This is an optimization exercise on Yosys and OpenROAD, whose aim is small area and a short achievable clock period, not a production implementation. At most, simulation tests tie the RTL to the original design; equivalence was not proved. No activity file was given, so power comes from the tool's default toggle rates.

== job 5485 ==
// iitb_proc
module iitb_proc (clk, reset, i_mem_addr, i_mem_data, reg1, reg2, reg3, reg4, reg5, reg6, reg7);
Size in the first run: about 150 I/O pins, about 58,000 um^2 of cells after synthesis.
export LEC_CHECK = 0
export ABC_CLOCK_PERIOD_IN_PS = 3500
export CAP_MARGIN = 20
export CORE_MARGIN = 2
export CORE_UTILIZATION = 30
export CTS_CLUSTER_DIAMETER = 100
export CTS_CLUSTER_SIZE = 30
export PLACE_DENSITY = 0.4
export SLEW_MARGIN = 20
create_clock -name core_clock -period 10.0 [get_ports {clk}]
standard.sh (not shown) runs the stock make flow with config.mk's settings and CLKGATE_MAP_FILE= SYNTH_SCRIPT=/design/flow/synth_recipe.tcl, a recipe that flattens the netlist after the stock synthesis.
==> flow/flow/run.sh <==
#!/bin/bash
# Layout flow: the standard ORFS flow (standard synthesis unchanged), with
# timing repair aimed below the 10 ns period so that the achieved period is short.
set -euo pipefail
cd "$(dirname "$0")/.."
bash standard.sh SETUP_SLACK_MARGIN=6.5 finish > flow_orfs.log 2>&1
Here is what was changed in the inputs of job 9716 compared with job 5485.
- a deleted CTS_CLUSTER_DIAMETER that had been 100
- a deleted CTS_CLUSTER_SIZE that had been 30
--- outcome ---
Per the comparison of job 9716 with job 5485, worst hold margin has decreased; critical path depth has decreased. From job 5485 to job 9716, global placer's final weighted congestion did not move at all. Startpoint of the most critical setup path: m_ei[3]$_DFF_P_ -> job 9716, e_compl$_DFF_PP0_ -> job 5485. Compared with job 5485, in job 9716 layout cell share with drive strength beyond 1 rose 2.0 points, total power saw an increase.
Function was not checked in any run of this note: the RTL went through the layout flow alone.

* * *

iitb_proc, a different RTL version from the one above (not shown whole).
Size: roughly 4800 cells after synthesis, about 1400 flip-flops, ~150 I/O pins.
## iitb_proc
module iitb_proc (clk, reset, i_mem_addr, i_mem_data, reg1, reg2, reg3, reg4, reg5, reg6, reg7);
input clk, reset;
output [15:0] i_mem_addr;
input [15:0] i_mem_data;
output [15:0] reg1, reg2, reg3, reg4, reg5, reg6, reg7;
reg         first;               
reg  [15:0] irf, pc_f;           
reg         irf_hold, irf_rab;   
reg  [4:0]  d_op;                
reg  [2:0]  d_ra, d_rc;
reg  [8:0]  d_imm;               
reg         d_cimm;
reg  [15:0] pc_d;
reg  [15:0] rA_q, rB_q;
reg         ra_is0, rb_is0;
reg  [4:0]  e_op;                
reg  [2:0]  e_rc;
reg         e_alu, e_compl;
reg  [15:0] out_d1, out_d2, brj;    
reg         e_t0, e_t1;              
reg         sig1_q, sig2_q;
reg  [15:0] frm_q;
reg  [15:0] alu_q;               
reg  [7:0]  m_ehi, m_elo, m_ohi, m_olo;    
reg         m_a0;
reg         m_wr, m_wb, m_alu;
reg         m_selo, m_sele, m_sela;    
reg  [2:0]  m_rc;
reg         fc, fz;
reg  [1:0]  wbdis;
reg  [15:0] rd_data;             
reg         w_wb, w_alu;
reg  [2:0]  w_rc;
reg  [15:0] R0;
reg  [15:0] R1, R2, R3, R4, R5, R6, R7;
assign i_mem_addr = R0;
assign reg1 = R1; assign reg2 = R2; assign reg3 = R3; assign reg4 = R4;
assign reg5 = R5; assign reg6 = R6; assign reg7 = R7;
always @(posedge clk or posedge reset)
	if (reset) begin
		first <= 1'b1;
		irf <= 16'd0;
		irf_hold <= 1'b0;
		irf_rab <= 1'b0;
	end else begin
		first <= 1'b0;
		irf <= first ? 16'd0 : i_mem_data;
		irf_hold <= !first && (i_mem_data[15:12] == 4'b0010) && (i_mem_data[1:0] == 2'b11);
		irf_rab <= !first && ((i_mem_data[15:12] == 4'b0011) || (i_mem_data[15:12] == 4'b0100));
	end
always @(posedge clk)
	pc_f <= R0;
wire [3:0] opc = irf[15:12];
wire [2:0] fn = irf[2:0];
wire d_hold = irf_hold;
reg  [4:0] dn_op;
reg  [2:0] dn_ra, dn_rc;
reg        dn_cimm;
always @(*) begin
	dn_op = 5'd0;
	dn_ra = irf[11:9];
	dn_rc = irf[11:9];
	dn_cimm = 1'b0;
	case (opc)
	4'b0000: begin dn_op = 5'd0; dn_rc = irf[8:6]; dn_cimm = 1'b1; end
	4'b0001: begin
		dn_rc = irf[5:3];
		case (fn)
		3'b000: dn_op = 5'd1;
		3'b010: dn_op = 5'd2;
		3'b001: dn_op = 5'd3;
		3'b011: dn_op = 5'd4;
		3'b100: dn_op = 5'd5;
		3'b110: dn_op = 5'd6;
		3'b101: dn_op = 5'd7;
		default: dn_op = 5'd8;
		endcase
	end
	4'b0010: begin
		dn_rc = irf[5:3];
		case (fn)
		3'b000: dn_op = 5'd9;
		3'b010: dn_op = 5'd10;
		3'b001: dn_op = 5'd11;
  ...
Settings: LEC_CHECK=0, ABC_CLOCK_PERIOD_IN_PS=3500, CAP_MARGIN=20, CORE_MARGIN=2, CORE_UTILIZATION=45, CTS_CLUSTER_DIAMETER=80, CTS_CLUSTER_SIZE=20, PLACE_DENSITY=0.55, SLEW_MARGIN=20; clock period 10.0 ns.
==> flow/flow/run.sh <==
#!/bin/bash
# Layout flow: the standard ORFS flow (standard synthesis unchanged), with
# timing repair aimed below the 10 ns period so that the achieved period is short,
# clock tree synthesis without dummy loads, and plain buffers on the ports.
set -euo pipefail
cd "$(dirname "$0")/.."
bash standard.sh SETUP_SLACK_MARGIN=6.7 \
  "CTS_ARGS=-sink_clustering_enable -repair_clock_nets -sink_clustering_size 20 -sink_clustering_max_diameter 80 -dont_use_dummy_load" \
  "BUFFER_PORTS_ARGS=-buffer_cell sky130_fd_sc_hd__buf_2" \
  finish > flow_orfs.log 2>&1
Change:
--- a/flow/flow/run.sh
+++ b/flow/flow/run.sh
@@ -5,5 +5,5 @@
 set -euo pipefail
 cd "$(dirname "$0")/.."
-bash standard.sh SETUP_SLACK_MARGIN=6.7 \
+bash standard.sh SETUP_SLACK_MARGIN=6.9 \
   "CTS_ARGS=-sink_clustering_enable -repair_clock_nets -sink_clustering_size 20 -sink_clustering_max_diameter 80 -dont_use_dummy_load" \
   "BUFFER_PORTS_ARGS=-buffer_cell sky130_fd_sc_hd__buf_2" \
What happened: Area after synthesis stays the same; power went up by about 1.6%; via count goes up by 2.6%; sequential power stays flat; die area does not change; flip-flop and latch count is unchanged; non-clock buffer count goes up by 159; final cell count grows by 2.5%.

* * *

run 1:
Starting RTL as in the previous note.
clock: 10.0 ns
lec_check: 0
abc_clock_period_in_ps: 3500
cap_margin: 20
core_margin: 2
core_utilization: 40
cts_cluster_diameter: 80
cts_cluster_size: 20
place_density: 0.5
slew_margin: 20
==> flow/flow/run.sh <==
#!/bin/bash
# Layout flow: the standard ORFS flow (standard synthesis unchanged), with
# timing repair aimed below the 10 ns period so that the achieved period is short,
# clock tree synthesis without dummy loads, and plain buffers on the ports.
set -euo pipefail
cd "$(dirname "$0")/.."
bash standard.sh SETUP_SLACK_MARGIN=6.7 \
  "CTS_ARGS=-sink_clustering_enable -repair_clock_nets -sink_clustering_size 20 -sink_clustering_max_diameter 80 -dont_use_dummy_load" \
  "BUFFER_PORTS_ARGS=-buffer_cell sky130_fd_sc_hd__buf_2" \
  finish > flow_orfs.log 2>&1
Run 1 closes out successfully: all stages finished, all timing, DRC and antenna checks passed.
diff inputs: run 1 => run 2
-- flow/config.mk --
<<< run 1, line 11
export CORE_UTILIZATION = 40
>>> run 2, line 11
export CORE_UTILIZATION = 52
<<< run 1, line 14
export PLACE_DENSITY = 0.5
>>> run 2, line 14
export PLACE_DENSITY = 0.62
## What came out
Taking run 1 as the reference, in run 2 sequential fraction of design power level, global-route wire length before repair moved down, number of buffers inserted by hold repair at cts level.
Input changes introduced in run 3 (baseline for comparison: run 2):
-- flow/flow/run.sh --
<<< run 2, line 8
  "CTS_ARGS=-sink_clustering_enable -repair_clock_nets -sink_clustering_size 20 -sink_clustering_max_diameter 80 -dont_use_dummy_load" \
>>> run 3, line 8
  "CTS_ARGS=-sink_clustering_enable -repair_clock_nets -sink_clustering_size 24 -sink_clustering_max_diameter 70 -dont_use_dummy_load" \
-- flow/config.mk --
<<< run 2, line 11
export CORE_UTILIZATION = 52
>>> run 3, line 11
export CORE_UTILIZATION = 45
<<< run 2, line 14
export PLACE_DENSITY = 0.62
>>> run 3, line 14
export PLACE_DENSITY = 0.55
## What came out
Every stage of the flow completed for run 3, and the final layout passed the timing, DRC and antenna checks.
Row TritonCTS buffer count: run 3 higher / run 2 lower
The higher shortest clock period the worst path allows after layout of run 2 and run 3 is in run 3.
Looking only at depth of the most critical reg-to-reg path, and setting everything else aside, the higher value of run 2 and run 3 goes to run 3.

* * *

v6:
iitb_proc, a different RTL version from the one above (not shown whole).
Size: about 4700 cells after synthesis, about 1400 flip-flops, ~150 I/O pins, about 58000 µm² of cells after synthesis.
// iitb_proc
module iitb_proc (clk, reset, i_mem_addr, i_mem_data, reg1, reg2, reg3, reg4, reg5, reg6, reg7);
input clk, reset;
output [15:0] i_mem_addr;
input [15:0] i_mem_data;
output [15:0] reg1, reg2, reg3, reg4, reg5, reg6, reg7;
reg         first;               
reg  [15:0] irf, pc_f;           
reg  [4:0]  d_op;                
reg  [2:0]  d_ra, d_rc;
reg  [8:0]  d_imm;               
reg         d_cimm;
reg  [15:0] pc_d;
reg  [4:0]  e_op;                
reg  [2:0]  e_rc;
reg         e_alu, e_compl;
reg  [15:0] out_d1, out_d2, brj;
reg         sig1_q, sig2_q;
reg  [15:0] frm_q;
reg  [15:0] alu_q;               
reg  [5:0]  m_ei, m_oi;
reg         m_a0;
reg         m_rd, m_wr, m_wb, m_alu;
reg  [2:0]  m_rc;
reg         fc, fz;
reg  [1:0]  wbdis;
reg  [15:0] rd_data;             
reg         w_wb, w_alu;
reg  [2:0]  w_rc;
reg  [15:0] R0;
reg  [15:0] R1, R2, R3, R4, R5, R6, R7;
assign i_mem_addr = R0;
assign reg1 = R1; assign reg2 = R2; assign reg3 = R3; assign reg4 = R4;
assign reg5 = R5; assign reg6 = R6; assign reg7 = R7;
always @(posedge clk or posedge reset)
	if (reset) begin
		first <= 1'b1;
		irf <= 16'd0;
	end else begin
		first <= 1'b0;
		irf <= first ? 16'd0 : i_mem_data;
	end
always @(posedge clk)
	pc_f <= R0;
wire [3:0] opc = irf[15:12];
wire [2:0] fn = irf[2:0];
wire d_hold = (opc == 4'b0010) && (fn[1:0] == 2'b11);
reg  [4:0] dn_op;
reg  [2:0] dn_ra, dn_rc;
reg        dn_cimm;
always @(*) begin
	dn_op = 5'd0;
	dn_ra = irf[11:9];
	dn_rc = irf[11:9];
	dn_cimm = 1'b0;
	case (opc)
	4'b0000: begin dn_op = 5'd0; dn_rc = irf[8:6]; dn_cimm = 1'b1; end
	4'b0001: begin
		dn_rc = irf[5:3];
		case (fn)
		3'b000: dn_op = 5'd1;
		3'b010: dn_op = 5'd2;
		3'b001: dn_op = 5'd3;
  ...
Settings: LEC_CHECK=0, ABC_CLOCK_PERIOD_IN_PS=3500, CAP_MARGIN=20, CORE_MARGIN=2, CORE_UTILIZATION=30, CTS_CLUSTER_DIAMETER=80, CTS_CLUSTER_SIZE=20, PLACE_DENSITY=0.4, SLEW_MARGIN=20; clock period 10.0 ns.
==> flow/flow/run.sh <==
#!/bin/bash
# Layout flow: the standard ORFS flow (standard synthesis unchanged), with
# timing repair aimed below the 10 ns period so that the achieved period is short.
set -euo pipefail
cd "$(dirname "$0")/.."
bash standard.sh SETUP_SLACK_MARGIN=6.5 finish > flow_orfs.log 2>&1
Per the final summary, v6 finished and its layout is clean on timing, DRC and antenna.
The inputs of v7 differ from those of v6 as listed below.
diff --git a/flow/config.mk b/flow/config.mk
--- a/flow/config.mk
+++ b/flow/config.mk
@@ -12,2 +11,0 @@
-export CTS_CLUSTER_DIAMETER = 80
-export CTS_CLUSTER_SIZE = 20
==> comparison <==
Going from v6 to v7, proportion of power drawn by combinational gates went down 1.7 points; complex-gate fraction of the synthesized area held; sequential power held.
No run of this note included a check of the RTL's function; only the layout flow was run.

[re-timing with driven ports]
The flow's constraints put no driver on any port. The routed layouts listed below were extracted and timed again, unchanged, in two steps. Step 1, drivers: a clkbuf_16 drives clk and a buf_2 each remaining input, both assumed. Step 2, shift: input delay + t, output delay - t, t = (earliest + latest rising clock arrival at the registers) / 2. This alone moves slack from input paths to output paths. Three values: ideal, step 1, step 2; two values: the first two.
| run | t (ns) | setup slack, ns | hold WS [ns] | worst setup path at the end | cell pins on the clock port's net |
|---|---|---|---|---|---|
| job 5485 | 0.824 | 6.309 / 6.309 / 5.877 | 0.335 / 0.335 / 0.335 | input to register | 1 |
| job 9716 | 0.901 | 6.348 / 6.345 / 5.731 | 0.303 / 0.303 / 0.303 | input to register | 1 |
| the first run of note 2 | 0.760 | 6.637 / 6.557 / 6.403 | 0.305 / 0.305 / 0.305 | input to register | 1 |
| the second run of note 2 | 0.758 | 6.622 / 6.543 / 6.481 | 0.321 / 0.321 / 0.321 | input to register | 1 |
| run 1 | 0.772 | 6.676 / 6.630 / 6.374 | 0.323 / 0.323 / 0.323 | input to register | 1 |
| run 2 | 0.734 | 6.682 / 6.606 / 6.427 | 0.323 / 0.323 / 0.323 | input to register | 1 |
| run 3 | 0.768 | 6.607 / 6.531 / 6.375 | 0.324 / 0.324 / 0.324 | input to register | 1 |
| v6 | 0.859 | 6.276 / 6.276 / 5.737 | 0.314 / 0.314 / 0.314 | input to register | 1 |
| v7 | 0.889 | 6.270 / 6.270 / 5.730 | 0.318 / 0.318 / 0.318 | input to register | 1 |
After both steps setup and hold are still met in every run listed. For job 9716, which loses most, drivers alone change the setup slack by -0.003 ns; drivers and shift together by -0.617 ns.
